What follows belongs to an exercise in optimizing a design on an open flow for small area; a production flow would make more cautious choices. The RTL was checked by simulation tests, not by an equivalence proof against the original design. No activity file was given, so power comes from the tool's default toggle rates.

==> flow/design.v (outline; a module is shown in full before it is edited, if it fits) <==
// module krv_core: 68 lines
// module core: 534 lines
// module reset_comb: 7 lines
// module imem_ctrl: 40 lines
// module fetch: 282 lines
// module branch_predict: 165 lines
// module predictor_m2n2: 92 lines
// module basic_predictor_2b: 61 lines
// module predictor_rec: 85 lines
// module loop_predictor: 81 lines
// module ret_stack: 61 lines
// module dec: 913 lines
// module gprs: 39 lines
// module imm_gen: 23 lines
// module alu: 259 lines
// module mul33: 1618 lines
// module div_u: 91 lines
// module dmem_ctrl: 322 lines
// module wb_ctrl: 33 lines
// module mcsr: 397 lines
// module trap_ctrl: 278 lines
// module en_cnt: 21 lines
// module rca: 22 lines
// module rinc: 21 lines
module krv_core (
	input  wire clk,
	input  wire rstn,
	output wire wfi,
	input  wire kplic_int,
	input  wire [63:0] mtime,
	input  wire core_timer_int,
	output wire instr_itcm_access,
	output wire [31:0] instr_itcm_addr,
	input  wire [31:0] instr_itcm_read_data,
	input  wire instr_itcm_read_data_valid,
	output wire data_dtcm_access,
	input  wire data_dtcm_ready,
	output wire data_dtcm_rd0_wr1,
	output wire [3:0] data_dtcm_byte_strobe,
	output wire [31:0] data_dtcm_write_data,
	output wire [31:0] data_dtcm_addr,
	input  wire [31:0] data_dtcm_read_data,
	input  wire data_dtcm_read_data_valid,
	output wire IAXI_access,
	output wire [31:0] IAXI_addr,
	input  wire [31:0] IAXI_read_data,
	input  wire IAXI_read_data_valid,
	output wire DAXI_access,
	output wire DAXI_rd0_wr1,
	output wire [3:0] DAXI_byte_strobe,
	output wire [31:0] DAXI_write_data,
	output wire [31:0] DAXI_addr,
	input  wire DAXI_trans_buffer_full,
	input  wire [31:0] DAXI_read_data,
	input  wire DAXI_read_data_valid
);
  // ...
==> flow/flow/run.sh <==
#!/bin/bash
# Own flow: the standard ORFS flow (the standard.sh make call) with these
# changes:
#  - synthesis maps the logic with an area-oriented ABC script
#    (flow/abc_area.script; the clock period is far above the logic depth).
#    Registers are mapped as in the standard synthesis (dfflibmap runs before
#    ABC, and ABC does not touch flip-flops). This is checked: the standard
#    synthesis is also run (in orfs_std/), and if the register names and cell
#    types differ, the standard synthesis result is used instead.
#  - clock tree synthesis without dummy loads (-dont_use_dummy_load).
#  - buffering after placement without buf_12/buf_16 (see below).
#  - more antenna repair iterations after detailed routing, and one retry of
#    the layout at a lower utilization if antenna violations remain.
# Each tool's output goes to a log file in this folder (and ORFS's own logs).
set -euo pipefail
HERE=$(pwd)
rm -rf "$HERE/scripts"
cp -r "$FLOW_HOME/scripts" "$HERE/scripts"
cp "$HERE/flow/abc_area.script" "$HERE/scripts/abc_speed.script"
sed -i 's/  -repair_clock_nets\]/  -repair_clock_nets -dont_use_dummy_load]/' "$HERE/scripts/cts.tcl"
grep -q dont_use_dummy_load "$HERE/scripts/cts.tcl"
# placement, resizing, global-route repair and CTS repair do not use the two
# largest buffers (buf_12, buf_16): more, smaller buffers fix slew for less area
for f in global_place.tcl resize.tcl global_route.tcl cts.tcl; do
  sed -i 's/^\(\s*\)set_dont_use \$::env(DONT_USE_CELLS)$/\1set_dont_use $::env(DONT_USE_CELLS)\n\1set_dont_use {sky130_fd_sc_hd__buf_16 sky130_fd_sc_hd__buf_12}/' "$HERE/scripts/$f"
  grep -q "set_dont_use {sky130_fd_sc_hd__buf_16 sky130_fd_sc_hd__buf_12}" "$HERE/scripts/$f"
done
sed 's#^make -C#SCRIPTS_DIR='"$HERE"'/scripts make -C#; s#"${@:-finish}"#MAX_REPAIR_ANTENNAS_ITER_DRT=10 "${@:-finish}"#' standard.sh > standard_own.sh
grep -q "SCRIPTS_DIR=$HERE/scripts make" standard_own.sh
grep -q "MAX_REPAIR_ANTENNAS_ITER_DRT=10" standard_own.sh
WH=$(sed -n 's#.*WORK_HOME=\([^ ]*\) .*#\1#p' standard.sh | head -1)
RES=$WH/results/sky130hd/krv_core/base
REP=$WH/reports/sky130hd/krv_core/base
LOGD=$WH/logs/sky130hd/krv_core/base
# standard synthesis for the register check
sed "s#WORK_HOME=$WH #WORK_HOME=$HERE/orfs_std #" standard.sh > standard_chk.sh
bash standard_chk.sh synth > synth_std.log 2>&1
# own synthesis
bash standard_own.sh synth > synth.log 2>&1
flops() { grep -oE 'sky130_fd_sc_hd__(df|edf|sdf|dl)[a-z0-9_]* +[^ ]+ +\(' "$1" | awk '{print $2, $1}' | sort; }
flops "$HERE/orfs_std/results/sky130hd/krv_core/base/1_2_yosys.v" > flops_std.txt
flops "$RES/1_2_yosys.v" > flops_own.txt
if ! cmp -s flops_std.txt flops_own.txt || [[ ! -s flops_own.txt ]]; then
  echo "register mismatch: using the standard synthesis" > register_mismatch.txt
  rm -f "$RES"/1_* "$LOGD"/1_* 
  bash standard.sh synth > synth_fallback.log 2>&1
fi
bash standard_own.sh > layout.log 2>&1 || true
if [[ ! -f out/final.def ]] || grep -q "Net:" "$REP/drt_antennas.log" 2>/dev/null; then
  echo "retry at lower utilization" > retry.txt
  rm -f out/final.def
  mkdir -p first_try
  cp -r "$REP" first_try/reports 2>/dev/null || true
  cp -r "$LOGD" first_try/logs 2>/dev/null || true
  for s in 2_ 3_ 4_ 5_ 6_; do rm -f "$RES"/$s* "$LOGD"/$s* "$REP"/$s*; done
  sed -i 's#CORE_UTILIZATION=[0-9.]*#CORE_UTILIZATION=41#; s#PLACE_DENSITY=[0-9.]*#PLACE_DENSITY=0.52#' standard_own.sh
  bash standard_own.sh > layout_retry.log 2>&1
fi
test -f out/final.def
==> flow/flow/abc_area.script <==
&get -n
&st
&syn3
&dch -f
&nf -R 1000 -p
&st
&syn4
&dch -f
&nf -R 1000 -p
&st
&syn4
&dch -f
&nf -R 1000 -p
&st
&syn4
&dch -f
&nf -R 1000 -p
&put
buffer -c
topo
stime -c
upsize -c
dnsize -c
==> flow/standard.sh <==
#!/bin/bash
# synth_recipe.tcl (not shown) runs the flow's synth.tcl, then flattens the netlist and writes it again
# the make line also repeats each setting of config.mk as NAME=value (left out here)
make -C /OpenROAD-flow-scripts/flow DESIGN_CONFIG=/design/flow/config.mk WORK_HOME=/design/flow/orfs CLKGATE_MAP_FILE= SYNTH_SCRIPT=/design/flow/synth_recipe.tcl "${@:-finish}"
==> flow/config.mk <==
export PLATFORM = sky130hd
export DESIGN_NAME = krv_core
export DESIGN_NICKNAME = krv_core
export VERILOG_FILES = /design/flow/design.v
export SDC_FILE = /design/flow/constraint.sdc
export NUM_CORES = 8
export LEC_CHECK = 0
export CAP_MARGIN = 30
export CORE_MARGIN = 2
export CORE_UTILIZATION = 45
export CTS_BUF_LIST = sky130_fd_sc_hd__clkbuf_8
export CTS_CLUSTER_DIAMETER = 50
export CTS_CLUSTER_SIZE = 15
export PLACE_DENSITY = 0.57
export SLEW_MARGIN = 30
==> flow/constraint.sdc <==
create_clock -name core_clock -period 100.0 [get_ports {clk}]
set_input_delay 20.0000 -clock core_clock [delete_from_list [all_inputs] [get_ports {clk}]]
set_output_delay 20.0000 -clock core_clock [all_outputs]
set_load 0.01 [all_outputs]
==> results.json, run 1 <==
{
  "largestClassByArea": "registers",
  "required_ns": 80.00,
  "ant_nets": 0,
  "crit_path_start": "u_core.u_alu.load_mem",
  "die_y_um": 687,
  "htreeDepth": 5,
  "viasPerCell": 7.38,
  "use_met1_pct": 54.4,
  "pg_comb_uw": 671,
  "fin_area_um2": 229000,
  "cpPeakStageDelay_ns": 0.63,
  "async_flop_share_pct": 17.3,
  "criticalPathCategory": "flip-flop to primary output",
  "status": "timing/DRC/antenna clean",
  "hp-class": "flip-flop to flip-flop",
  "drtPass1Iterations": 15,
  "yosys.area_share.adder_pct": 10.9,
  "grt_pass1_wl_um": 1450000,
  "met1Wirelength_um": 374000,
  "max_slew_margin_pct": 15.5,
  "synth_top_cell_by_area": "edfxtp_1",
  "min_path_cells": 0,
  "ios": 409,
  "syn_area_um2": 210000,
  "drt-initial-drc-count": 37456
}
==> module branch_predict, before the edit <==
module branch_predict (
	input cpu_clk,						
	input cpu_rstn,				
	input [32 - 1 : 0] next_pc,
	input [32 - 1 : 0] pc,
	output predict_taken,
	output predict0_taken,
	output predict1_taken,
	output predict3_taken,
	output is_loop,
	output [32 - 1 : 0] predict_target_pc,
	input predict0_taken_ex,
	input predict1_taken_ex,
	input predict3_taken_ex,
	input [32 - 1 : 0] imm_ex,
	input branch_ex,
	input jal_dec,
	input jalr_ex,
	input [32 - 1 : 0] branch_pc_ex,
	input [32 - 1 : 0] src_data1_ex,
	input [32 - 1 : 0] src_data2_ex,
	input is_loop_dec,
	input is_loop_ex,
	input branch_taken_ex
);
parameter ENTRY_NUM = 16;
parameter PR_ADDR_WIDTH = $clog2(ENTRY_NUM);
wire [PR_ADDR_WIDTH - 1 : 0] raddr = next_pc[PR_ADDR_WIDTH + 1 : 2];
wire [PR_ADDR_WIDTH - 1 : 0] waddr = branch_pc_ex[PR_ADDR_WIDTH + 1 : 2];
wire wen = branch_ex;
reg [ENTRY_NUM - 1 : 0] item_valid;
reg [25:0] tag [ENTRY_NUM - 1 : 0];
reg [11:0] offs [ENTRY_NUM - 1 : 0];
reg [15:0] credit0 [ENTRY_NUM - 1 : 0];
reg [15:0] credit1 [ENTRY_NUM - 1 : 0];
reg [15:0] credit3 [ENTRY_NUM - 1 : 0];
reg [1:0] bp2b [ENTRY_NUM - 1 : 0];
reg [2:0] rec_cnt [ENTRY_NUM - 1 : 0];
reg [7:0] rec [ENTRY_NUM - 1 : 0];
reg [1:0] win [ENTRY_NUM - 1 : 0];
wire [7:0] rrec = rec[raddr];
wire hit_i = item_valid[raddr] && (tag[raddr] == next_pc[32 - 1 : 6]) && (next_pc[1:0] == 2'b00);
reg hit;
always @ (posedge cpu_clk or negedge cpu_rstn)
begin
	if(!cpu_rstn)
		hit <= 1'b0;
	else
		hit <= hit_i;
end
reg [11:0] offs_r;
reg predict1_win;
reg predict3_win;
reg predict1_rd_data;
reg predict3_rd_data;
always @ (posedge cpu_clk)
begin
	offs_r <= offs[raddr];
	predict1_win <= win[raddr][0];
	predict3_win <= win[raddr][1];
	predict1_rd_data <= bp2b[raddr][1];
	predict3_rd_data <= rrec[rec_cnt[raddr]];
end
wire wvalid = item_valid[waddr];
wire [15:0] wc0 = wvalid ? credit0[waddr] : 16'h0;
wire [15:0] wc1 = wvalid ? credit1[waddr] : 16'h0;
wire [15:0] wc3 = wvalid ? credit3[waddr] : 16'h0;
wire [1:0] wbp = wvalid ? bp2b[waddr] : 2'b01;
wire [2:0] wcnt = wvalid ? rec_cnt[waddr] : 3'h0;
wire [7:0] wrec = wvalid ? rec[waddr] : 8'h0;
wire predict0_score = predict0_taken_ex ~^ branch_taken_ex;
wire predict1_score = predict1_taken_ex ~^ branch_taken_ex;
wire predict3_score = predict3_taken_ex ~^ branch_taken_ex;
wire inc0 = predict0_score && (wc0 != 16'hffff) && (!is_loop_ex);
wire inc1 = predict1_score && (wc1 != 16'hffff) && (!is_loop_ex);
wire inc3 = predict3_score && (wc3 != 16'hffff) && (!is_loop_ex);
wire [15:0] nc0, nc1, nc3;
wire nc0_co, nc1_co, nc3_co;
rinc #(.W(16)) u_nc0 (.a(wc0), .ci(inc0), .s(nc0), .co(nc0_co));
rinc #(.W(16)) u_nc1 (.a(wc1), .ci(inc1), .s(nc1), .co(nc1_co));
rinc #(.W(16)) u_nc3 (.a(wc3), .ci(inc3), .s(nc3), .co(nc3_co));
wire [15:0] cmp_s0, cmp_s1, cmp_s2;
wire c1_ge_c3, c1_ge_c0, c0_ge_c3;
rca #(.W(16)) u_c1_ge_c3 (.a(nc1), .b(~nc3), .ci(1'b1), .s(cmp_s0), .co(c1_ge_c3));
rca #(.W(16)) u_c1_ge_c0 (.a(nc1), .b(~nc0), .ci(1'b1), .s(cmp_s1), .co(c1_ge_c0));
rca #(.W(16)) u_c0_ge_c3 (.a(nc0), .b(~nc3), .ci(1'b1), .s(cmp_s2), .co(c0_ge_c3));
wire nwin1 = c1_ge_c3 && c1_ge_c0;
wire nwin3 = !c0_ge_c3 && !c1_ge_c3;
reg [1:0] nbp;
always @*
begin
	case(wbp)
	2'b00: nbp = branch_taken_ex ? 2'b01 : 2'b00;
	2'b01: nbp = branch_taken_ex ? 2'b10 : 2'b00;
	2'b10: nbp = branch_taken_ex ? 2'b11 : 2'b01;
	default: nbp = branch_taken_ex ? 2'b11 : 2'b10;
	endcase
end
reg [7:0] nrec;
always @*
begin
	nrec = wrec;
	nrec[wcnt] = branch_taken_ex;
end
always @ (posedge cpu_clk or negedge cpu_rstn)
begin
	if(!cpu_rstn)
		item_valid <= {ENTRY_NUM{1'b0}};
	else if(wen)
		item_valid[waddr] <= 1'b1;
end
always @ (posedge cpu_clk)
begin
	if(wen)
	begin
		tag[waddr] <= branch_pc_ex[32 - 1 : 6];
		offs[waddr] <= imm_ex[12:1];
		credit0[waddr] <= nc0;
		credit1[waddr] <= nc1;
		credit3[waddr] <= nc3;
		win[waddr] <= {nwin3, nwin1};
		bp2b[waddr] <= nbp;
		rec_cnt[waddr] <= wcnt + 3'h1;
		rec[waddr] <= nrec;
	end
end
wire predict0_rd_data;
predictor_m2n2 u_predict0(
.cpu_clk		(cpu_clk		),
.cpu_rstn		(cpu_rstn		),
.branch_ex		(branch_ex		),
.is_loop_ex		(is_loop_ex		),
.branch_taken_ex	(branch_taken_ex	),
.next_pc		(next_pc		),
.branch_pc_ex		(branch_pc_ex		),
.predictor		(predict0_rd_data	)
);
wire predict2_rd_data;
wire is_loop_det;
loop_predictor u_predict2(
.cpu_clk		(cpu_clk),
.cpu_rstn		(cpu_rstn),
.pc_ex			(branch_pc_ex),
.branch_ex		(branch_ex),
.branch_taken_ex	(branch_taken_ex),
.jal_dec		(jal_dec),
.jalr_ex		(jalr_ex),
.pc			(pc),
.is_loop_dec		(is_loop_dec),
.is_loop_ex		(is_loop_ex),
.src_data1_ex		(src_data1_ex),
.src_data2_ex		(src_data2_ex),
.is_loop		(is_loop_det),
.loop_predict_taken	(predict2_rd_data)
);
assign is_loop = is_loop_det;
wire predictor = is_loop_det? predict2_rd_data : (predict1_win ? predict1_rd_data : (predict3_win? predict3_rd_data : predict0_rd_data));
assign predict0_taken = hit && predict0_rd_data;
assign predict1_taken = hit && predict1_rd_data;
assign predict3_taken = hit && predict3_rd_data;
assign predict_taken = hit && predictor;
wire predict_target_co;
rca #(.W(32 - 1)) u_predict_target (.a(pc[32 - 1 : 1]), .b({{19{offs_r[11]}}, offs_r}), .ci(1'b0), .s(predict_target_pc[32 - 1 : 1]), .co(predict_target_co));
assign predict_target_pc[0] = pc[0];
endmodule
==> module alu, before the edit <==
module alu (
input wire cpu_clk,					 
input wire cpu_rstn,					 
input wire dec_valid,
output wire ex_ready,
input wire signed [32 - 1 : 0] src_data1_ex,	 
input wire signed [32 - 1 : 0] src_data2_ex,	 
input wire only_src2_used_ex,				 
input wire alu_add_ex,					 
input wire alu_sub_ex,					 
input wire alu_com_ex,					 
input wire alu_ucom_ex,					 
input wire alu_and_ex,					 
input wire alu_or_ex,					 
input wire alu_xor_ex,					 
input wire alu_sll_ex,					 
input wire alu_srl_ex,					 
input wire alu_sra_ex,					 
input wire alu_mul_ex,					 
input wire alu_mulh_ex,					 
input wire alu_mulhsu_ex,				 
input wire alu_mulhu_ex,				 
input wire alu_rem_ex,					 
input wire alu_remu_ex,					 
input wire alu_div_ex,					 
input wire alu_divu_ex,					 
output wire [32 - 1 : 0] alu_result_ex,	 
input wire beq_ex,					 
input wire bne_ex,					 
input wire blt_ex,					 
input wire bge_ex,					 
input wire bltu_ex,					 
input wire bgeu_ex,					 
output wire branch_taken_ex,				 
input wire load_ex, 	  				 
input wire store_ex, 	    				 
input wire mem_H_ex,					 
input wire mem_B_ex,					 
input wire mem_U_ex,					 
input wire [32 - 1 : 0] store_data_ex, 	 
input wire [32 - 1 : 0] imm_ex, 		 
input wire [5 : 0] rd_ex,			 
output reg ex_valid,					 
input wire mem_ready,					 
output reg [32 - 1 : 0] alu_result_mem,	 
output reg [5:0] rd_mem,			 
output reg load_mem, 					 
output reg store_mem,         				 
output reg mem_H_mem,					 
output reg mem_B_mem,					 
output reg mem_U_mem,					 
output reg [32 - 1 : 0] store_data_mem,	 
output wire [32 - 1 : 0] mem_addr_mem		 
);
wire adder_sub = alu_sub_ex | alu_com_ex | alu_ucom_ex;
wire adder_used = alu_add_ex | adder_sub;
wire [32 - 1 : 0] adder_a = adder_used ? src_data1_ex : {32 {1'b0}};
wire [32 - 1 : 0] adder_b = alu_add_ex ? (store_ex ? imm_ex : src_data2_ex) : (adder_sub ? ~src_data2_ex : {32 {1'b0}});
wire [32 - 1 : 0] adder_sum;
wire adder_co;
rca #(.W(32)) u_adder (.a(adder_a), .b(adder_b), .ci(adder_sub), .s(adder_sum), .co(adder_co));
wire [32 - 1 : 0] adder_result = (alu_add_ex | alu_sub_ex) ? adder_sum : {32 {1'b0}};
wire com_result = alu_com_ex & ((src_data1_ex[31] ^ src_data2_ex[31]) ? src_data1_ex[31] : !adder_co);
wire ucom_result = alu_ucom_ex & !adder_co;
wire [32 - 1 : 0] and_result = alu_and_ex ? src_data1_ex & src_data2_ex : {32{1'b0}};
wire [32 - 1 : 0] or_result = alu_or_ex ? src_data1_ex | src_data2_ex : {32{1'b0}};
wire [32 - 1 : 0] xor_result = alu_xor_ex ? src_data1_ex ^ src_data2_ex : {32{1'b0}};
wire [5 - 1 : 0] shamt = src_data2_ex[5 - 1 : 0];
wire shift_used = alu_sll_ex | alu_srl_ex | alu_sra_ex;
wire [32 - 1 : 0] src1_rev;
genvar gi;
generate
	for (gi = 0; gi < 32; gi = gi + 1)
	begin : rev_src1
		assign src1_rev[gi] = src_data1_ex[32 - 1 - gi];
	end
endgenerate
wire [32 - 1 : 0] sh_in = alu_sll_ex ? src1_rev : src_data1_ex;
wire sh_fill = alu_sra_ex & src_data1_ex[32 - 1];
wire [2 * 32 - 1 : 0] sh_wide = {{32{sh_fill}}, sh_in} >> shamt;
wire [32 - 1 : 0] sh_out = sh_wide[32 - 1 : 0];
wire [32 - 1 : 0] sh_out_rev;
generate
	for (gi = 0; gi < 32; gi = gi + 1)
	begin : rev_out
		assign sh_out_rev[gi] = sh_out[32 - 1 - gi];
	end
endgenerate
wire [32 - 1 : 0] shift_result = shift_used ? (alu_sll_ex ? sh_out_rev : sh_out) : {32{1'b0}};
wire mul_used = alu_mul_ex | alu_mulh_ex | alu_mulhsu_ex | alu_mulhu_ex;
wire mul_a_signed = alu_mul_ex | alu_mulh_ex | alu_mulhsu_ex;
wire mul_b_signed = alu_mul_ex | alu_mulh_ex;
wire [32:0] mul_a = mul_used ? {mul_a_signed & src_data1_ex[31], src_data1_ex} : 33'h0;
wire [32:0] mul_b = mul_used ? {mul_b_signed & src_data2_ex[31], src_data2_ex} : 33'h0;
wire [63:0] mul_p;
mul33 u_mul33 (.a(mul_a), .b(mul_b), .p(mul_p));
wire [32 - 1 : 0] mul_result = mul_used ? (alu_mul_ex ? mul_p[31:0] : mul_p[63:32]) : {32{1'b0}};
wire alu_use_div_u = alu_divu_ex | alu_remu_ex;
wire alu_use_div_s = alu_div_ex | alu_rem_ex ;
wire [32 - 1 : 0] src1_neg;
wire [32 - 1 : 0] src2_neg;
wire src1_neg_co, src2_neg_co;
rinc #(.W(32)) u_src1_neg (.a(~src_data1_ex), .ci(1'b1), .s(src1_neg), .co(src1_neg_co));
rinc #(.W(32)) u_src2_neg (.a(~src_data2_ex), .ci(1'b1), .s(src2_neg), .co(src2_neg_co));
wire [32 - 1 : 0] div_src_data1;	 
wire [32 - 1 : 0] div_src_data2;	 
assign div_src_data1 = alu_use_div_u ? src_data1_ex : (alu_use_div_s ? (src_data1_ex[31] ? src1_neg : src_data1_ex) : {32 {1'b0}});
assign div_src_data2 = alu_use_div_u ? src_data2_ex : (alu_use_div_s ? (src_data2_ex[31] ? src2_neg : src_data2_ex) : 32'h1);
wire [32 - 1 : 0] div_result;		 
wire [32 - 1 : 0] rem_result;		 
wire div_start = alu_use_div_u | alu_use_div_s;
wire div_done;
reg ex_ready_r;
always@(posedge cpu_clk or negedge cpu_rstn)
begin
	if(!cpu_rstn)
		ex_ready_r <= 1'b0;
	else
		ex_ready_r <= ex_ready;
end
div_u u_div_u (
.cpu_clk	(cpu_clk),
.cpu_rstn	(cpu_rstn),
.start		(div_start),
.first		(ex_ready_r),
.done		(div_done),
.div_src_data1	(div_src_data1),	
.div_src_data2	(div_src_data2),	
.rem_result	(rem_result),
.div_result	(div_result)
);
wire div_res_neg = alu_div_ex & (|src_data2_ex) & (src_data1_ex[31] ^ src_data2_ex[31]);
wire rem_res_neg = alu_rem_ex & src_data1_ex[31];
wire [32 - 1 : 0] div_rem_sel = (alu_div_ex | alu_divu_ex) ? div_result : rem_result;
wire div_res_negate = div_res_neg | rem_res_neg;
wire [32 - 1 : 0] div_rem_signed;
wire div_rem_co;
rinc #(.W(32)) u_res_neg (.a(div_rem_sel ^ {32{div_res_negate}}), .ci(div_res_negate), .s(div_rem_signed), .co(div_rem_co));
wire [32 - 1 : 0] div_rem_result = div_start ? div_rem_signed : {32{1'b0}};
wire [32 - 1 : 0] alu_result;
assign alu_result = adder_result | {31'h0, com_result} | {31'h0, ucom_result} | and_result | or_result |
xor_result | shift_result | mul_result | div_rem_result; 
assign alu_result_ex = (only_src2_used_ex ? src_data2_ex : alu_result);
wire flush_ex = 1'b0;
wire ex_bubble = !dec_valid || ex_stall;
always@(posedge cpu_clk or negedge cpu_rstn)
begin
	if(!cpu_rstn)
	begin
		ex_valid <= 1'b0;
	end
	else
	begin
		if(flush_ex)
		begin
			ex_valid <= 1'b0;
		end
	   	else if(mem_ready)
	   	begin
	   	     	ex_valid <= 1'b1;           
			if(ex_bubble)
			begin
			end
			else
			begin
			end
	   	end
	end
end
always@(posedge cpu_clk)
begin
	if(flush_ex)
	begin
		alu_result_mem <= {32{1'b0}};
		store_data_mem <= {32{1'b0}};
	end
	else if(mem_ready)
	begin
		if(ex_bubble)
		begin
			alu_result_mem <= {32{1'b0}};
			store_data_mem <= {32{1'b0}};
		end
		else
		begin
			alu_result_mem <= alu_result_ex;
			store_data_mem <= store_data_ex;
		end
	end
end
assign mem_addr_mem = (load_mem || store_mem ) ? alu_result_mem : {32{1'b0}};
always@(posedge cpu_clk or negedge cpu_rstn)
begin
	if(!cpu_rstn)
	begin
		rd_mem <= 32;
		load_mem <= 1'b0;
		store_mem <= 1'b0;
		mem_H_mem <= 1'b0;
		mem_B_mem <= 1'b0;
		mem_U_mem <= 1'b0;
	end
	else
	begin
		if(flush_ex)
		begin
			rd_mem <= 32;
			load_mem <= 1'b0;
			store_mem <= 1'b0;
			mem_H_mem <= 1'b0;
			mem_B_mem <= 1'b0;
			mem_U_mem <= 1'b0;
		end
	   	else if(mem_ready)
	   	begin
	   	     if(ex_bubble)
	   	     begin
	   	     	rd_mem <= 32;
	   	     	load_mem <= 1'b0;
	   	     	store_mem <= 1'b0;
	   	     	mem_H_mem <= 1'b0;
	   	     	mem_B_mem <= 1'b0;
	   	     	mem_U_mem <= 1'b0;
	   	     end
	   	     else
	   	     begin
	   	     	rd_mem <= rd_ex;
	   	     	load_mem <= load_ex;
	   	     	store_mem <= store_ex;
	   	     	mem_H_mem <= mem_H_ex;
	   	     	mem_B_mem <= mem_B_ex;
	   	     	mem_U_mem <= mem_U_ex;
	   	     end
	   	end
	end
end
wire adder_res_neq0;
assign adder_res_neq0 = alu_sub_ex && (|adder_result);
wire adder_res_equ0;
assign adder_res_equ0 = ~adder_res_neq0;
wire branch_beq_taken;
wire branch_bne_taken;
wire branch_blt_taken;
wire branch_bge_taken;
wire branch_bltu_taken;
wire branch_bgeu_taken;
assign branch_beq_taken = beq_ex & (adder_res_equ0);
assign branch_bne_taken = bne_ex & (adder_res_neq0);
assign branch_blt_taken = blt_ex & (com_result);
assign branch_bge_taken = bge_ex & (!com_result);
assign branch_bltu_taken = bltu_ex & (ucom_result);
assign branch_bgeu_taken = bgeu_ex & (!ucom_result);
assign branch_taken_ex = branch_beq_taken | branch_bne_taken | branch_blt_taken | branch_bge_taken | branch_bltu_taken | branch_bgeu_taken;
wire ex_stall = (div_start && !div_done) 
;
assign ex_ready = !ex_stall && mem_ready;
wire [31:0] ex_stall_cnt;
en_cnt u_ex_stall_cnt (.clk(cpu_clk), .rstn(cpu_rstn), .en(ex_stall), .cnt (ex_stall_cnt));
endmodule
==> run 2, diff against run 1 <==
--- a/flow/design.v
+++ b/flow/design.v
@@ -967,8 +967,6 @@
 reg [15:0] credit3 [ENTRY_NUM - 1 : 0];
 reg [1:0] bp2b [ENTRY_NUM - 1 : 0];
-reg [2:0] rec_cnt [ENTRY_NUM - 1 : 0];
 reg [7:0] rec [ENTRY_NUM - 1 : 0];
 reg [1:0] win [ENTRY_NUM - 1 : 0];
-wire [7:0] rrec = rec[raddr];
 wire hit_i = item_valid[raddr] && (tag[raddr] == next_pc[32 - 1 : 6]) && (next_pc[1:0] == 2'b00);
 reg hit;
@@ -991,5 +989,5 @@
 	predict3_win <= win[raddr][1];
 	predict1_rd_data <= bp2b[raddr][1];
-	predict3_rd_data <= rrec[rec_cnt[raddr]];
+	predict3_rd_data <= rec[raddr][7];
 end
 wire wvalid = item_valid[waddr];
@@ -998,5 +996,4 @@
 wire [15:0] wc3 = wvalid ? credit3[waddr] : 16'h0;
 wire [1:0] wbp = wvalid ? bp2b[waddr] : 2'b01;
-wire [2:0] wcnt = wvalid ? rec_cnt[waddr] : 3'h0;
 wire [7:0] wrec = wvalid ? rec[waddr] : 8'h0;
 wire predict0_score = predict0_taken_ex ~^ branch_taken_ex;
@@ -1028,10 +1025,4 @@
 	endcase
 end
-reg [7:0] nrec;
-always @*
-begin
-	nrec = wrec;
-	nrec[wcnt] = branch_taken_ex;
-end
 always @ (posedge cpu_clk or negedge cpu_rstn)
 begin
@@ -1052,6 +1043,5 @@
 		win[waddr] <= {nwin3, nwin1};
 		bp2b[waddr] <= nbp;
-		rec_cnt[waddr] <= wcnt + 3'h1;
-		rec[waddr] <= nrec;
+		rec[waddr] <= {wrec[6:0], branch_taken_ex};
 	end
 end
@@ -2504,11 +2494,9 @@
 output wire [32 - 1 : 0] mem_addr_mem		 
 );
-wire adder_sub = alu_sub_ex | alu_com_ex | alu_ucom_ex;
-wire adder_used = alu_add_ex | adder_sub;
-wire [32 - 1 : 0] adder_a = adder_used ? src_data1_ex : {32 {1'b0}};
-wire [32 - 1 : 0] adder_b = alu_add_ex ? (store_ex ? imm_ex : src_data2_ex) : (adder_sub ? ~src_data2_ex : {32 {1'b0}});
+wire [32 - 1 : 0] adder_a = src_data1_ex;
+wire [32 - 1 : 0] adder_b = alu_add_ex ? (store_ex ? imm_ex : src_data2_ex) : ~src_data2_ex;
 wire [32 - 1 : 0] adder_sum;
 wire adder_co;
-rca #(.W(32)) u_adder (.a(adder_a), .b(adder_b), .ci(adder_sub), .s(adder_sum), .co(adder_co));
+rca #(.W(32)) u_adder (.a(adder_a), .b(adder_b), .ci(!alu_add_ex), .s(adder_sum), .co(adder_co));
 wire [32 - 1 : 0] adder_result = (alu_add_ex | alu_sub_ex) ? adder_sum : {32 {1'b0}};
 wire com_result = alu_com_ex & ((src_data1_ex[31] ^ src_data2_ex[31]) ? src_data1_ex[31] : !adder_co);
@@ -2542,6 +2530,6 @@
 wire mul_a_signed = alu_mul_ex | alu_mulh_ex | alu_mulhsu_ex;
 wire mul_b_signed = alu_mul_ex | alu_mulh_ex;
-wire [32:0] mul_a = mul_used ? {mul_a_signed & src_data1_ex[31], src_data1_ex} : 33'h0;
-wire [32:0] mul_b = mul_used ? {mul_b_signed & src_data2_ex[31], src_data2_ex} : 33'h0;
+wire [32:0] mul_a = {mul_a_signed & src_data1_ex[31], src_data1_ex};
+wire [32:0] mul_b = {mul_b_signed & src_data2_ex[31], src_data2_ex};
 wire [63:0] mul_p;
 mul33 u_mul33 (.a(mul_a), .b(mul_b), .p(mul_p));
@@ -2556,6 +2544,6 @@
 wire [32 - 1 : 0] div_src_data1;	 
 wire [32 - 1 : 0] div_src_data2;	 
-assign div_src_data1 = alu_use_div_u ? src_data1_ex : (alu_use_div_s ? (src_data1_ex[31] ? src1_neg : src_data1_ex) : {32 {1'b0}});
-assign div_src_data2 = alu_use_div_u ? src_data2_ex : (alu_use_div_s ? (src_data2_ex[31] ? src2_neg : src_data2_ex) : 32'h1);
+assign div_src_data1 = (alu_use_div_s && src_data1_ex[31]) ? src1_neg : src_data1_ex;
+assign div_src_data2 = (alu_use_div_s && src_data2_ex[31]) ? src2_neg : src_data2_ex;
 wire [32 - 1 : 0] div_result;		 
 wire [32 - 1 : 0] rem_result;		 
--- a/flow/flow/run.sh
+++ b/flow/flow/run.sh
@@ -54,5 +54,5 @@
   cp -r "$LOGD" first_try/logs 2>/dev/null || true
   for s in 2_ 3_ 4_ 5_ 6_; do rm -f "$RES"/$s* "$LOGD"/$s* "$REP"/$s*; done
-  sed -i 's#CORE_UTILIZATION=[0-9.]*#CORE_UTILIZATION=41#; s#PLACE_DENSITY=[0-9.]*#PLACE_DENSITY=0.52#' standard_own.sh
+  sed -i 's#CORE_UTILIZATION=[0-9.]*#CORE_UTILIZATION=39#; s#PLACE_DENSITY=[0-9.]*#PLACE_DENSITY=0.50#' standard_own.sh
   bash standard_own.sh > layout_retry.log 2>&1
 fi
--- a/flow/config.mk
+++ b/flow/config.mk
@@ -8,8 +8,8 @@
 export CAP_MARGIN = 30
 export CORE_MARGIN = 2
-export CORE_UTILIZATION = 45
+export CORE_UTILIZATION = 42
 export CTS_BUF_LIST = sky130_fd_sc_hd__clkbuf_8
 export CTS_CLUSTER_DIAMETER = 50
 export CTS_CLUSTER_SIZE = 15
-export PLACE_DENSITY = 0.57
+export PLACE_DENSITY = 0.54
 export SLEW_MARGIN = 30
==> results.json, run 2 <==
{
  "top_register": "u_core.u_dec.u_gprs.rf",
  "clockRootBuffer": "clkbuf_8",
  "final_util_pct": 46.0,
  "syn2layout_area_growth_pct": 9.16,
  "syn_area_um2": 207000,
  "vias": 170144,
  "fin_area_um2": 226000,
  "cp-endpoint": "data_dtcm_access",
  "dp_hpwl_um": 723000,
  "numCtsBuffers": 444,
  "core-area_um2": 490000,
  "max-cap-violations": 0,
  "status": "timing/DRC/antenna clean",
  "criticalPathCategory": "flip-flop to primary output",
  "grt_use_met2_pct": 56.8,
  "rsz0062_at_grt": "no",
  "place_area_um2": 219000,
  "cts_buffer_depth": 4,
  "worstPathArrival_ns": 18.20,
  "syn-instance-count": 17716,
  "overflow": 0,
  "fin_setup_tns_ns": 0,
  "drtPass1Iterations": 13,
  "viasPerCell": 6.95,
  "htreeDepth": 5,
  "hold_viol": 0,
  "ios": 409,
  "crit_path_start": "u_core.u_alu.load_mem",
  "ir_worst_vdd_mv": 0.0109,
  "yosysUniqueCellTypes": 89,
  "drt-initial-drc-count": 30610,
  "layout_min_cycle_time_ns": 38.20,
  "use_met1_pct": 51.9,
  "max_slew_margin_pct": 7.90,
  "critPathMaxFanout": 13,
  "required_ns": 80.00,
  "max_freq_mhz": 26.2,
  "hp-class": "flip-flop to flip-flop",
  "avgSynthCellArea_um2": 11.7,
  "grt_pass1_vias": 160239,
  "worst_pin_slew_ns": 1.38,
  "clk_pin_slew_ns": 0.08,
  "synth_warnings": 27,
  "global_route.usage.met3_pct": 13.9,
  "drcViolationCount": 0,
  "async_flop_share_pct": 17.4,
  "crit_slowest_cell": "nor4_1",
  "ys_seq_elements": 3925,
  "worst_setup_path_start_kind": "flip-flop",
  "cts.sinks": 3925,
  "grt_usage_pct": 40.1,
  "synth_most_common_cell": "edfxtp_1",
  "largest_reg_flops": 992,
  "top_usage_layer": "met2",
  "fin_cells": 24465,
  "synth_top_cell_by_area": "edfxtp_1",
  "cts_tree": "built",
  "die_y_um": 706,
  "wl_um": 1030000,
  "post_drt_wl_per_cell_um": 42.1,
  "r2r_end": "u_core.u_trap_ctrl.mtval[31]",
  "fin_nets": 19535,
  "leakage_nw": 80.3,
  "endpoint_kind": "primary output",
  "timing.rr.start": "u_core.u_dec.src_data1_ex[2]",
  "ctsResizeCount": 0,
  "r2r_slack_ns": 66.63,
  "port_buffers": 408,
  "grt_pass1_wl_um": 1390000,
  "ant_nets": 0,
  "r2r_cells": 87,
  "syn-num-nets": 19303,
  "cpPeakStageDelay_ns": 0.73,
  "p_per_area_nw_per_um2": 16.2,
  "fp-row-count": 257,
  "layout-drive-gt1-share_pct": 10.3,
  "final-setup-viol-count": 0,
  "synth.area.top_cells": "edfxtp_1 (44%), fa_1 (7.1%), dfrtp_1 (6.9%)",
  "synth-seq-area-share_pct": 54.5,
  "clock_latency_ns": 1.33,
  "design.die.area_um2": 498000,
  "ys.flop_type": "edfxtp_1",
  "slew_violations": 0,
  "postCtsSetupRepairBufs": 0,
  "cpMostUsedCell": "fa_1",
  "die-width_um": 706,
  "start_util_pct": 42.2,
  "antenna_found_initial": 110,
  "netlist_top_cells_count": "edfxtp_1 (3060), a21oi_1 (1257), nor2_1 (1229), nand2_1 (1190), clkbuf_1 (1142)",
  "gp_congestion": 1.10,
  "layout_common_cells": "edfxtp_1 (3060), a21oi_1 (1243), nand2_1 (1169)",
  "period_share_pct": 38.2,
  "hold_buffers": 0,
  "top_regs": "u_core.u_dec.u_gprs.rf (992), u_core.u_fetch.u_branch_predict.tag (416)",
  "layout_commonest_cell": "edfxtp_1",
  "dp.cells": 23970,
  "synth_top_area_share_pct": 44.4,
  "grt_max_degree": 69,
  "fin_worst_skew_ns": 0.199,
  "synth_edf_count": 3060
}
-- run 2: changes by cell type in the layout (fill, tap and decap cells not counted), sizes merged, moves of 63 or more --
cell	change
a22oi	-100
xnor2	+72
a21oi	-322
nor2	+102
buf	-105
a211oi	-63
nand2	+70
o21ai	+99
a222oi	+99
inv	+129
o22ai	-321
-- run 2: report_power, final --
part | switching, mW | total, mW | internal (mW) | leakage [nW]
clock | 0.570 | 0.960 | 0.390 | 3.19
sequential | 0.0830 | 1.88 | 1.79 | 36.5
combinational | 0.569 | 0.816 | 0.247 | 40.7
-- run 2: how the worst min path moves through the flow --
stage,cells after the start,slack (ns),from,end
after CTS,0,0.35,u_core.u_trap_ctrl.kplic_int_sync2,u_core.u_trap_ctrl.meip
after detailed placement,0,0.33,u_core.u_trap_ctrl.kplic_int_sync2,u_core.u_trap_ctrl.meip
after floorplan,0,0.33,u_core.u_trap_ctrl.kplic_int_sync1,u_core.u_trap_ctrl.kplic_int_sync2
after global placement,0,0.33,u_core.u_trap_ctrl.kplic_int_sync1,u_core.u_trap_ctrl.kplic_int_sync2
final,0,0.35,u_core.u_trap_ctrl.kplic_int_sync2,u_core.u_trap_ctrl.meip
after global routing,0,0.36,u_core.u_trap_ctrl.kplic_int_sync1,u_core.u_trap_ctrl.kplic_int_sync2
-- run 2: metal layers --
| layer | routed length, µm | vias to the layer above | part of all wire [%] |
|---|---|---|---|
| met5 | 537 | - | 0.052 |
| met4 | 86400 | 50 | 8.4 |
| met3 | 136000 | 3096 | 13 |
| met2 | 424000 | 13233 | 41 |
| met1 | 384000 | 86219 | 37 |
| li1 | - | 67546 | - |
-- run 2: critical path: cells and delay by family, from the launching register on --
kind	cells	cell delay, ns
flops	1	0.53
buf+inv	2	0.52
simple gates	5	1.89
fa+ha+maj	32	13.98
-- run 2: layout make-up --
cell class                      count  area, µm²
Sequential cell                  3925     113000
Tap cell                         6475       8100
Antenna cell                       44        110
Timing Repair Buffer             1247       8930
Inverter                          985       3700
Fill cell                       45260     264000
Clock buffer                      444       6110
Multi-Input combinational cell  11345      85900
-- run 2: cells by family (layout without fill, tap and decap cells) --
family / Yosys count / in the layout / synth area share [%]
buffers and inverters: 2446 / 2676 / 4.62
AND/OR/NAND/NOR: 3573 / 3573 / 7.78
adder cells (fa/ha/maj): 1385 / 1385 / 11.1
flip-flops: 3925 / 3925 / 54.5
other: 0 / 44 / 0
XOR/XNOR: 544 / 544 / 2.30
multiplexers: 117 / 117 / 0.597
AO/OA/AOI/OAI: 5726 / 5726 / 19.1
-- run 2: metrics by stage --
step / power (mW) / setup slack [ns] / hold slack (ns)
6_report: 3.65 / 61.80 / 0.349
5_1_grt: 3.74 / 61.15 / 0.361
4_1_cts: 3.62 / 61.69 / 0.350
3_5_place_dp: 2.69 / 63.06 / 0.335
3_3_place_gp: 2.68 / 63.12 / 0.334
2_1_floorplan: 2.27 / 64.83 / 0.331
==> run 3, diff against run 2 <==
--- a/flow/config.mk
+++ b/flow/config.mk
@@ -6,5 +6,5 @@
 export NUM_CORES = 8
 export LEC_CHECK = 0
-export CAP_MARGIN = 30
+export CAP_MARGIN = 25
 export CORE_MARGIN = 2
 export CORE_UTILIZATION = 42
@@ -13,3 +13,3 @@
 export CTS_CLUSTER_SIZE = 15
 export PLACE_DENSITY = 0.54
-export SLEW_MARGIN = 30
+export SLEW_MARGIN = 25
==> results.json, run 3 <==
{
  "status": "timing/DRC/antenna clean",
  "postCtsSetupRepairBufs": 0,
  "multi_input_comb_area_um2": 85900,
  "top_usage_layer": "met2",
  "slew_violations": 0,
  "grt_usage_pct": 40.1,
  "layout_min_cycle_time_ns": 38.33,
  "core-area_um2": 490000,
  "place_area_um2": 219000,
  "fin_nets": 19534,
  "cp.depth": 39,
  "grt_max_degree": 69,
  "synth_top_area_share_pct": 44.4,
  "synth_edf_count": 3060,
  "grt_pass1_wl_um": 1390000,
  "endpoint_kind": "primary output",
  "die_y_um": 706,
  "die-width_um": 706,
  "layout_common_cells": "edfxtp_1 (3060), a21oi_1 (1246), nand2_1 (1170)",
  "avgSynthCellArea_um2": 11.7,
  "clock_latency_ns": 1.32,
  "ant_nets": 0,
  "timing.rr.start": "u_core.u_dec.src_data1_ex[2]",
  "synth_most_common_cell": "edfxtp_1",
  "drt-initial-drc-count": 31179,
  "worst_pin_slew_ns": 1.38,
  "max_slew_margin_pct": 7.25,
  "period_share_pct": 38.3,
  "worstPathArrival_ns": 18.33,
  "internal_power_mw": 2.43,
  "ys_seq_elements": 3925,
  "r2r_end": "u_core.u_trap_ctrl.mtval[31]",
  "dp_hpwl_um": 723000,
  "ios": 409,
  "synth_top_cell_by_area": "edfxtp_1",
  "wl_um": 1030000,
  "ir_worst_vdd_mv": 0.0131,
  "cpMostUsedCell": "fa_1",
  "cpPeakStageDelay_ns": 0.77,
  "r2r_slack_ns": 66.73,
  "regArea_um2": 113000,
  "synth_warnings": 27,
  "fp-row-count": 257,
  "rsz0062_at_grt": "no",
  "ctsResizeCount": 0,
  "cp-endpoint": "data_dtcm_access",
  "p_clk_share_pct": 26.4,
  "drcViolationCount": 0,
  "pwr-share-comb_pct": 22.3,
  "antenna_found_initial": 107,
  "grt_pass1_vias": 159561,
  "dp.cells": 23965,
  "worst_setup_path_start_kind": "flip-flop",
  "crit_family": "adder cells",
  "cts.sinks": 3925,
  "criticalPathCategory": "flip-flop to primary output",
  "layout_commonest_cell": "edfxtp_1",
  "switching_share_pct": 33.4,
  "top_register": "u_core.u_dec.u_gprs.rf",
  "ys.flop_type": "edfxtp_1",
  "crit_path_start": "u_core.u_alu.load_mem",
  "max_freq_mhz": 26.1,
  "fin_worst_skew_ns": 0.197,
  "drtPass1Iterations": 13,
  "port_buffers": 408,
  "syn2layout_area_growth_pct": 9.13,
  "global_route.usage.met3_pct": 13.6,
  "cts_tree": "built",
  "pre_cts_slack_ns": 63.15,
  "fin_cells": 24484,
  "max-cap-violations": 0,
  "grt_use_met2_pct": 56.6,
  "required_ns": 80.00,
  "gp_congestion": 1.10,
  "fin_setup_tns_ns": 0,
  "total_switching_power_mw": 1.22,
  "clockRootBuffer": "clkbuf_8",
  "top_regs": "u_core.u_dec.u_gprs.rf (992), u_core.u_fetch.u_branch_predict.tag (416)",
  "async_flop_share_pct": 17.4,
  "hold_buffers": 0,
  "leakage_nw": 80.3,
  "syn-num-nets": 19303,
  "hp-class": "flip-flop to flip-flop",
  "p_seq_share_pct": 51.3,
  "design.die.area_um2": 498000,
  "critPathMaxFanout": 13,
  "crit_slowest_cell": "nor4_1",
  "layout-drive-gt1-share_pct": 10.2,
  "p_per_area_nw_per_um2": 16.2,
  "syn_area_um2": 207000,
  "vias": 170073,
  "final-setup-viol-count": 0,
  "final_util_pct": 46.0,
  "min-delay-start": "u_core.u_trap_ctrl.kplic_int_sync2",
  "overflow": 0,
  "yosysUniqueCellTypes": 89,
  "netlist_top_cells_count": "edfxtp_1 (3060), a21oi_1 (1257), nor2_1 (1229), nand2_1 (1190), clkbuf_1 (1142)",
  "start_util_pct": 42.2,
  "syn-instance-count": 17716,
  "htreeDepth": 5,
  "viasPerCell": 6.95,
  "fin_area_um2": 226000,
  "clk_pin_slew_ns": 0.08,
  "post_drt_wl_per_cell_um": 42.1,
  "use_met1_pct": 52.1,
  "path_buf_inv": 2,
  "hold_viol": 0,
  "nFillCells": 45236,
  "largest_reg_flops": 992,
  "r2r_cells": 87,
  "fin_ws_ns": 61.67,
  "cts_buffer_depth": 4,
  "numCtsBuffers": 450,
  "synth.area.top_cells": "edfxtp_1 (44%), fa_1 (7.1%), dfrtp_1 (6.9%)",
  "synth-seq-area-share_pct": 54.5
}
## run 3: cell counts after synthesis
Identical to the previous run, type by type.
## run 3: worst min-delay path by stage
stage                                               to  slack (ns)  cells past startpoint
global placement    u_core.u_trap_ctrl.kplic_int_sync2        0.33                      0
finish                         u_core.u_trap_ctrl.meip        0.35                      0
floorplan           u_core.u_trap_ctrl.kplic_int_sync2        0.33                      0
CTS                              u_core.u_dec.fence_d2        0.35                      0
detailed placement             u_core.u_trap_ctrl.meip        0.33                      0
global route                     u_core.u_dec.fence_d2        0.36                      0
## run 3: cell families (layout without fill, tap and decap cells)
group           Yosys count  after routing  share of synthesized area [%]
compound gates         5726           5726                           19.1
flops                  3925           3925                           54.5
simple gates           3573           3573                           7.78
buf+inv                2446           2675                           4.62
fa+ha+maj              1385           1385                           11.1
xor+xnor                544            544                           2.30
mux                     117            117                          0.597
other cells               0             64                              0
## run 3: power by group through the flow
| stage | clock network (mW) | logic [mW] | registers (mW) |
|---|---|---|---|
| finish | 0.964 | 0.816 | 1.88 |
| global placement | 0 | 0.777 | 1.91 |
| CTS | 0.972 | 0.786 | 1.87 |
| global route | 1.03 | 0.850 | 1.87 |
| floorplan | 0 | 0.414 | 1.86 |
| detailed placement | 0 | 0.783 | 1.91 |
## run 3: final cells by class
cell class	count	area share [%]
Sequential cell	3925	50.0
Multi-Input combinational cell	11345	38.1
Timing Repair Buffer	1240	3.91
Tap cell	6475	3.59
Clock buffer	450	2.75
Inverter	985	1.64
Antenna cell	64	0.0710
## run 3: per-layer routing
layer	wire, µm	share of wire, %
met1	385000	37
met2	424000	41
met3	136000	13
met4	85700	8.3
met5	747	0.072
## run 3: metrics by stage
step	total power, mW	hold slack (ns)
floorplan	2.27	0.331
global placement	2.68	0.334
detailed placement	2.69	0.335
CTS	3.63	0.348
global route	3.75	0.361
finish	3.66	0.351
## run 3: worst reg2reg max path, delay by kind of cell, from the launching register on
kind	cells	cell delay, ns
buf+inv	4	0.65
simple gates	5	0.83
flops	1	0.87
fa+ha+maj	66	28.29
compound gates	8	1.97
xor+xnor	4	0.55
==> module div_u, before the edit <==
module div_u (
input wire cpu_clk,				 
input wire cpu_rstn,				 
input wire start,				 
input wire first,				 
output wire done,				 
input wire [32 - 1 : 0] div_src_data1,	 
input wire [32 - 1 : 0] div_src_data2,	 
output wire [32 - 1 : 0] rem_result,	 
output wire [32 - 1 : 0] div_result	 
);
wire [32 - 1 : 0] lt_s;
wire data1gedata2;
rca #(.W(32)) u_lt (.a(div_src_data1), .b(~div_src_data2), .ci(1'b1), .s(lt_s), .co(data1gedata2));
wire data1ltdata2 = !data1gedata2;
wire data2equ1 = (div_src_data2 == 1);
wire data2equ0 = (div_src_data2 == 0);
wire single_cycle_div =  data1ltdata2 | data2equ1 | data2equ0;
reg start_r;
always @ (posedge cpu_clk or negedge cpu_rstn)
begin
	if(!cpu_rstn)
	begin
		start_r <= 1'b0;
	end
	else
	begin
		start_r <= start;
	end
end
wire start_rising = start && !start_r;
reg [5:0] div_cycle_cnt;
always @ (posedge cpu_clk or negedge cpu_rstn)
begin
	if(!cpu_rstn)
	begin
		div_cycle_cnt <= 6'h0;
	end
	else
	begin
		if(start_rising && (!single_cycle_div))
		begin
			div_cycle_cnt <= 6'h0;
		end
		else if(start)
		begin
			if(div_cycle_cnt == 32)
			begin
				div_cycle_cnt <= 6'h0;
			end
			else
			begin
				div_cycle_cnt <= div_cycle_cnt + 6'h1;
			end
		end
		else
		begin
			div_cycle_cnt <= 6'h0;
		end
	end
end
assign done = single_cycle_div | (div_cycle_cnt == 32);
reg [32 - 1 : 0] rem_r;
reg [32 - 1 : 0] quo_r;
reg [3:0] it;
wire [32 - 1 : 0] r0 = first ? {32{1'b0}} : rem_r;
wire [32 - 1 : 0] q0 = first ? div_src_data1 : quo_r;
wire [32 : 0] t1 = {r0, q0[32 - 1]};
wire [32 : 0] d1;
wire ge1;
rca #(.W(32 + 1)) u_d1 (.a(t1), .b({1'b1, ~div_src_data2}), .ci(1'b1), .s(d1), .co(ge1));
wire [32 - 1 : 0] r1 = ge1 ? d1[32 - 1 : 0] : t1[32 - 1 : 0];
wire [32 - 1 : 0] q1 = {q0[32 - 2 : 0], ge1};
wire [32 : 0] t2 = {r1, q1[32 - 1]};
wire [32 : 0] d2;
wire ge2;
rca #(.W(32 + 1)) u_d2 (.a(t2), .b({1'b1, ~div_src_data2}), .ci(1'b1), .s(d2), .co(ge2));
wire [32 - 1 : 0] r2 = ge2 ? d2[32 - 1 : 0] : t2[32 - 1 : 0];
wire [32 - 1 : 0] q2 = {q1[32 - 2 : 0], ge2};
always @ (posedge cpu_clk)
begin
	if(first || (it != 4'h0))
	begin
		rem_r <= r2;
		quo_r <= q2;
		it <= first ? 4'hf : it - 4'h1;
	end
end
assign div_result = data2equ0 ? {32{1'b1}} : (data2equ1 ? div_src_data1 : (data1ltdata2 ? {32{1'b0}} : quo_r));
assign rem_result = data2equ1 ? {32{1'b0}} : ((data1ltdata2 | data2equ0) ? div_src_data1 : rem_r);
endmodule
==> run 4, diff against run 3 <==
--- a/flow/design.v
+++ b/flow/design.v
@@ -4377,28 +4377,32 @@
 end
 assign done = single_cycle_div | (div_cycle_cnt == 32);
+localparam STEPS = 4;
+localparam ITERS = 32 / STEPS;
 reg [32 - 1 : 0] rem_r;
 reg [32 - 1 : 0] quo_r;
-reg [3:0] it;
-wire [32 - 1 : 0] r0 = first ? {32{1'b0}} : rem_r;
-wire [32 - 1 : 0] q0 = first ? div_src_data1 : quo_r;
-wire [32 : 0] t1 = {r0, q0[32 - 1]};
-wire [32 : 0] d1;
-wire ge1;
-rca #(.W(32 + 1)) u_d1 (.a(t1), .b({1'b1, ~div_src_data2}), .ci(1'b1), .s(d1), .co(ge1));
-wire [32 - 1 : 0] r1 = ge1 ? d1[32 - 1 : 0] : t1[32 - 1 : 0];
-wire [32 - 1 : 0] q1 = {q0[32 - 2 : 0], ge1};
-wire [32 : 0] t2 = {r1, q1[32 - 1]};
-wire [32 : 0] d2;
-wire ge2;
-rca #(.W(32 + 1)) u_d2 (.a(t2), .b({1'b1, ~div_src_data2}), .ci(1'b1), .s(d2), .co(ge2));
-wire [32 - 1 : 0] r2 = ge2 ? d2[32 - 1 : 0] : t2[32 - 1 : 0];
-wire [32 - 1 : 0] q2 = {q1[32 - 2 : 0], ge2};
+reg [$clog2(ITERS) - 1 : 0] it;
+wire [32 - 1 : 0] rs [0 : STEPS];
+wire [32 - 1 : 0] qs [0 : STEPS];
+assign rs[0] = first ? {32{1'b0}} : rem_r;
+assign qs[0] = first ? div_src_data1 : quo_r;
+genvar gs;
+generate
+	for (gs = 0; gs < STEPS; gs = gs + 1)
+	begin : step
+		wire [32 : 0] t = {rs[gs], qs[gs][32 - 1]};
+		wire [32 : 0] d;
+		wire ge;
+		rca #(.W(32 + 1)) u_d (.a(t), .b({1'b1, ~div_src_data2}), .ci(1'b1), .s(d), .co(ge));
+		assign rs[gs + 1] = ge ? d[32 - 1 : 0] : t[32 - 1 : 0];
+		assign qs[gs + 1] = {qs[gs][32 - 2 : 0], ge};
+	end
+endgenerate
 always @ (posedge cpu_clk)
 begin
-	if(first || (it != 4'h0))
+	if(first || (it != 0))
 	begin
-		rem_r <= r2;
-		quo_r <= q2;
-		it <= first ? 4'hf : it - 4'h1;
+		rem_r <= rs[STEPS];
+		quo_r <= qs[STEPS];
+		it <= first ? ITERS - 1 : it - 1'b1;
 	end
 end
--- a/flow/config.mk
+++ b/flow/config.mk
@@ -6,5 +6,5 @@
 export NUM_CORES = 8
 export LEC_CHECK = 0
-export CAP_MARGIN = 25
+export CAP_MARGIN = 30
 export CORE_MARGIN = 2
 export CORE_UTILIZATION = 42
@@ -13,3 +13,3 @@
 export CTS_CLUSTER_SIZE = 15
 export PLACE_DENSITY = 0.54
-export SLEW_MARGIN = 25
+export SLEW_MARGIN = 30
==> results.json, run 4 <==
{
  "internal_power_mw": 2.48,
  "total_switching_power_mw": 1.32,
  "pwr-share-comb_pct": 25.1,
  "total_power_mw": 3.81,
  "rsz0062_at_grt": "no",
  "layout-drive-gt1-share_pct": 9.93,
  "slew_violations": 0,
  "crit_slowest_cell": "buf_4",
  "cts_tree": "built",
  "cts_buffer_depth": 4,
  "switching_share_pct": 34.8,
  "top_register": "u_core.u_dec.u_gprs.rf",
  "cpPeakStageDelay_ns": 0.60,
  "criticalPathCategory": "flip-flop to flip-flop",
  "gp_congestion": 1.09,
  "antenna_found_initial": 111,
  "hp-class": "flip-flop to flip-flop",
  "dp_hpwl_um": 739000,
  "ios": 409,
  "fin_nets": 20010,
  "synth-seq-area-share_pct": 53.9,
  "ys.flop_type": "edfxtp_1",
  "leakage_nw": 81.0,
  "endpoint_kind": "flip-flop",
  "max_freq_mhz": 16.8,
  "syn_area_um2": 209000,
  "synth_top_cell_by_area": "edfxtp_1",
  "max_slew_margin_pct": 12.8,
  "clockRootBuffer": "clkbuf_8",
  "p_per_area_nw_per_um2": 16.7,
  "grt_pass1_vias": 163055,
  "layout_min_cycle_time_ns": 59.61,
  "synth_edf_count": 3059,
  "overflow": 0,
  "syn-instance-count": 18120,
  "async_flop_share_pct": 17.4,
  "syn-num-nets": 19772,
  "port_buffers": 408,
  "required_ns": 100.98,
  "clock_latency_ns": 1.33,
  "ctsResizeCount": 0,
  "ys_seq_elements": 3924,
  "p_clk_share_pct": 25.7,
  "vias": 172506,
  "post_drt_wl_per_cell_um": 41.4,
  "grt_pass1_wl_um": 1400000,
  "avgSynthCellArea_um2": 11.5,
  "worst_pin_slew_ns": 1.31,
  "die_y_um": 710,
  "fin_worst_skew_ns": 0.195,
  "syn2layout_area_growth_pct": 9.22,
  "fin_setup_tns_ns": 0,
  "die-width_um": 710,
  "final-setup-viol-count": 0,
  "design.die.area_um2": 504000,
  "ant_nets": 0,
  "period_share_pct": 59.6,
  "netlist_top_cells_count": "edfxtp_1 (3059), a21oi_1 (1501), nand2_1 (1275), o21ai_0 (1235), clkbuf_1 (1125)",
  "ir_worst_vdd_mv": 0.0154,
  "cpMostUsedCell": "fa_1",
  "drtPass1Iterations": 13,
  "layout_common_cells": "edfxtp_1 (3059), a21oi_1 (1485), nand2_1 (1250)",
  "drcViolationCount": 0,
  "worstPathArrival_ns": 60.60,
  "yosysUniqueCellTypes": 104,
  "status": "timing/DRC/antenna clean",
  "hold_viol": 0,
  "synth_warnings": 27,
  "wl_um": 1040000,
  "postCtsSetupRepairBufs": 0,
  "grt_max_degree": 86,
  "clk_pin_slew_ns": 0.09,
  "top_regs": "u_core.u_dec.u_gprs.rf (992), u_core.u_fetch.u_branch_predict.tag (416)",
  "layout_commonest_cell": "edfxtp_1",
  "fp-row-count": 259,
  "htreeDepth": 5,
  "start_util_pct": 42.1,
  "hold_buffers": 0,
  "numCtsBuffers": 457,
  "synth_most_common_cell": "edfxtp_1",
  "grt_usage_pct": 40.2,
  "p_seq_share_pct": 49.3,
  "drt-initial-drc-count": 31553,
  "synth.area.top_cells": "edfxtp_1 (44%), fa_1 (7.6%), dfrtp_1 (6.9%)",
  "largest_reg_flops": 992,
  "core-area_um2": 497000,
  "worst_setup_path_start_kind": "flip-flop",
  "viasPerCell": 6.88,
  "max-cap-violations": 0,
  "cts.sinks": 3924,
  "critPathMaxFanout": 34,
  "synth_top_area_share_pct": 43.9
}
[run 4: cell types whose count changed after synthesis, moves of 81 or more]
| cell | delta |
|---|---|
| nand2_1 | +85 |
| nor2_1 | -152 |
| o221ai_1 | -115 |
| a21oi_1 | +244 |
| o22ai_1 | -81 |
| o21ai_0 | +294 |
[run 4: path summary, 6_finish.rpt]
| check | from | endpoint | slack [ns] | depth (start not counted) |
|---|---|---|---|---|
| max in group asynchronous | rstn | async pin | 76.37 | 7 |
| setup / recovery | u_core.u_dec.src_data1_ex[0] | u_core.u_alu.u_div_u.rem_r[29] | 40.39 | 171 |
| setup reg to reg | u_core.u_dec.src_data1_ex[0] | u_core.u_alu.u_div_u.rem_r[29] | 40.39 | 171 |
| min in group asynchronous | rstn | u_core.u_alu.ex_ready_r | 18.72 | 1 |
| hold / removal | u_core.u_dec.fence_d3 | u_core.u_dec.fence_d4 | 0.38 | 0 |
| hold reg to reg | u_core.u_dec.fence_d3 | u_core.u_dec.fence_d4 | 0.38 | 0 |
[run 4: layout make-up]
class | count | area (µm²)
fillers | 45938 | 268000
flip-flops and latches | 3924 | 113000
multi-input cells | 11749 | 88300
repair buffers | 1252 | 8940
well taps | 6655 | 8330
clock buffers | 457 | 6290
inverters | 974 | 3660
diodes | 66 | 165
[run 4: per-layer routing]
metal / GRT usage [%] / up-vias / wire length, µm
li1: - / 68847 / -
met1: 52.1 / 87447 / 390000
met3: 13.6 / 3136 / 134000
met2: 56.7 / 13020 / 427000
met5: 0.228 / - / 571
met4: 27.1 / 56 / 87700
[run 4: stage by stage]
step	utilization [%]	cells	hold WS, ns	cell area (µm²)	setup slack, ns
finish	46.0	25077	0.380	228000	40.39
detailed placement	44.6	24547	0.361	222000	40.72
global placement	44.6	24530	0.344	221000	40.42
global route	46.0	25020	0.384	228000	38.81
floorplan	-	18120	0.331	209000	44.20
CTS	45.9	25004	0.377	228000	40.54
[run 4: cell families after synthesis]
group                    count (synthesis)  synth area share, %
AO/OA/AOI/OAI                         6052                 19.3
flip-flops                            3924                 53.9
AND/OR/NAND/NOR                       3554                 7.69
buffers and inverters                 2447                 4.57
adder cells (fa/ha/maj)               1450                 11.5
XOR/XNOR                               551                 2.31
multiplexers                           142                0.709
[run 4: power by group through the flow]
stage	sequential, mW	clock, mW	combinational (mW)
after global placement	1.91	0	0.916
after detailed placement	1.91	0	0.919
after floorplan	1.86	0	0.477
after global routing	1.87	1.04	0.995
final	1.88	0.977	0.954
after CTS	1.87	0.983	0.922
[run 4: worst max-delay path, delay by kind of cell (launching register included)]
family / cells / cell delay, ns
compound gates: 7 / 1.21
fa+ha+maj: 152 / 53.94
buf+inv: 8 / 2.44
flops: 1 / 0.56
mux: 3 / 0.98
simple gates: 1 / 0.12

==> port drivers added, routing unchanged <==
How much do the figures lean on ideal ports? The routed layouts below were timed once more, with nothing changed but the port constraints. Step 1 (the two cells are an assumption about what drives the block):
set clk [get_ports {clk}]
set_driving_cell -lib_cell sky130_fd_sc_hd__clkbuf_16 $clk
set_driving_cell -lib_cell sky130_fd_sc_hd__buf_2 [delete_from_list [all_inputs] $clk]
Step 2, shift: input delay + t, output delay - t, t = (earliest + latest rising clock arrival at the registers) / 2. This alone moves slack from input paths to output paths. a / b / c = ideal ports / drivers / drivers and shift; a / b = the first two.
| run | t (ns) | setup WS [ns] | worst setup path after step 2 | pins driven straight from the clock port |
|---|---|---|---|---|
| run 1 | 1.377 | 61.784 / 61.661 / 63.037 | register to output | 1 |
| run 2 | 1.353 | 61.796 / 61.661 / 63.015 | register to output | 1 |
| run 3 | 1.331 | 61.674 / 61.561 / 62.892 | register to output | 1 |
| run 4 | 1.379 | 40.388 / 40.388 / 40.388 | register to register | 1 |
After both steps every run listed still meets setup and hold.
